This design comes from an exercise in tuning for small area and a short achievable clock period on the open sky130 flow, not from production work.
No activity file was given, so power comes from the tool's default toggle rates.

== before ==
==> flow/design.v <==
`default_nettype none
module sync_fifo
#(
    parameter DATA_WIDTH = 8,
    parameter DATA_DEPTH = 64,
    parameter ADDR_WIDTH = 6
)
(
	input   wire                      clk,
	input   wire                      rst_n,
	input   wire  [DATA_WIDTH-1:0]    wr_data,
	input   wire                      rq,   
	input   wire                      wq,   
	output  reg   [DATA_WIDTH-1:0]    rd_data,
	output  wire                      full,
	output  wire                      empty
);
reg [DATA_WIDTH-1:0] mem [DATA_DEPTH-1:0];
reg [ADDR_WIDTH-1:0] wr_ptr;
reg [7:0]            rd_lo_a;
reg [7:0]            rd_lo_b;
reg [3:0]            rd_hi;
reg full_r;
reg nempty_r;                    
wire empty_r = ~nempty_r;
assign full  = full_r;
assign empty = empty_r;
wire wr_en = wq & ~full_r;
wire rd_en = rq & ~empty_r;
wire [7:0] rd_lo = rd_lo_a | rd_lo_b;    
wire       rd_p5 = |rd_lo_b;             
wire [ADDR_WIDTH-1:0] wr_ptr_inc = wr_ptr + 1'b1;
wire [ADDR_WIDTH-1:0] wr_ptr_dec = wr_ptr - 1'b1;
wire one_left = rd_lo[wr_ptr_dec[2:0]] & rd_hi[wr_ptr_dec[4:3]] & (rd_p5 == wr_ptr_dec[5]);
wire one_free = rd_lo[wr_ptr_inc[2:0]] & rd_hi[wr_ptr_inc[4:3]] & (rd_p5 == wr_ptr_inc[5]);
always @(posedge clk or negedge rst_n)
begin
	if (!rst_n) begin
		wr_ptr  <= 0;
		full_r  <= 1'b0;
		nempty_r <= 1'b0;
	end else begin
		if (wr_en)
			wr_ptr <= wr_ptr_inc;
		nempty_r <= wr_en | (nempty_r & ~(rd_en & one_left));
		full_r  <= ~rd_en & (full_r | (wr_en & ~empty_r & one_free));
	end
end
reg [7:0] lo_n;
reg [3:0] hi_n;
reg       p5_n;
always @(*) begin
	if (empty_r) begin
		lo_n = 8'd1 << wr_ptr[2:0];
		hi_n = 4'd1 << wr_ptr[4:3];
		p5_n = wr_ptr[5];
	end else if (rq) begin
		lo_n = {rd_lo[6:0], rd_lo[7]};
		hi_n = rd_lo[7] ? {rd_hi[2:0], rd_hi[3]} : rd_hi;
		p5_n = rd_p5 ^ (rd_lo[7] & rd_hi[3]);
	end else begin
		lo_n = rd_lo;
		hi_n = rd_hi;
		p5_n = rd_p5;
	end
end
always @(posedge clk)
begin
	rd_lo_a <= lo_n & {8{~p5_n}};
	rd_lo_b <= lo_n & {8{p5_n}};
	rd_hi   <= hi_n;
end
reg [DATA_WIDTH-1:0] grp [7:0];
reg [DATA_WIDTH-1:0] rd_next;
integer j, k;
always @(*) begin
	for (j = 0; j < 8; j = j + 1) begin
		grp[j] = {DATA_WIDTH{1'b0}};
		for (k = 0; k < 8; k = k + 1)
			grp[j] = grp[j] | ({DATA_WIDTH{(j < 4) ? rd_lo_a[k] : rd_lo_b[k]}} & mem[8*j+k]);
	end
	rd_next = {DATA_WIDTH{1'b0}};
	for (j = 0; j < 4; j = j + 1)
		rd_next = rd_next | ({DATA_WIDTH{rd_hi[j]}} & (grp[j] | grp[j+4]));
end
always @(posedge clk or negedge rst_n)
begin
	if (!rst_n)
		rd_data <= 0;
	else if (rd_en)
		rd_data <= rd_next;
end
genvar i;
generate
	for (i = 0; i < DATA_DEPTH; i = i + 1) begin : row
		always @(posedge clk)
			if ((wr_ptr == i) && !full_r)
				mem[i] <= wr_data;
	end
endgenerate
endmodule
`default_nettype wire
clock: 4.0 ns
lec_check: 0
cap_margin: 20
core_margin: 2
core_utilization: 60
setup_slack_margin: 2.2
slew_margin: 20
run.sh (not shown) runs the stock make flow with config.mk's settings and CLKGATE_MAP_FILE= SYNTH_SCRIPT=/design/flow/synth_recipe.tcl, a recipe that flattens the netlist after the stock synthesis.
Input-level comparison between after and before:
- an added CTS_CLUSTER_DIAMETER of 60
- a change of CORE_UTILIZATION from 60 to 70
- an added CTS_CLUSTER_SIZE of 30
## What came out
after: all stages complete, timing, DRC and antenna checks passed
Summary of the comparison: met2 wire length is higher in after, relative to before.
Compared with before, after shows final cell count that has gone down by a few percent.
Going from before to after, the fraction of power consumed by the clock network was found to have gone down by 2.4 points.
In after the total instance count after detailed placement turned out about 4% lower than in before.
No functional check of the RTL was part of any run of this note.

## separate check: timing with driven ports
No port has a modelled driver above. Below, the same layouts with a new extraction and two added sets of constraints. Step 1 assumes that a clkbuf_16 drives the clock port and a buf_2 every other input. Step 2 adds t to the input delays and takes it off the output delays; t is the mean of the earliest and latest rising clock arrival at the registers after step 1. Input paths then give back, and output paths get back, about the clock's delay inside the block. a / b / c = ideal / step 1 / step 2; a / b = the first two.
| run | shift t [ns] | setup slack, ns | worst setup path at the end | slew at the worst register clock pin (ns) |
|---|---|---|---|---|
| before | 0.637 | 1.851 / 1.873 / 1.248 | input to register | 0.07 / 0.07 |
| after | 0.597 | 1.703 / 1.703 / 1.435 | input to register | 0.10 / 0.10 |
After both steps setup and hold are still met in every run listed. The setup slack of before, which loses most, moves by +0.022 ns with the drivers and by -0.603 ns with both steps.
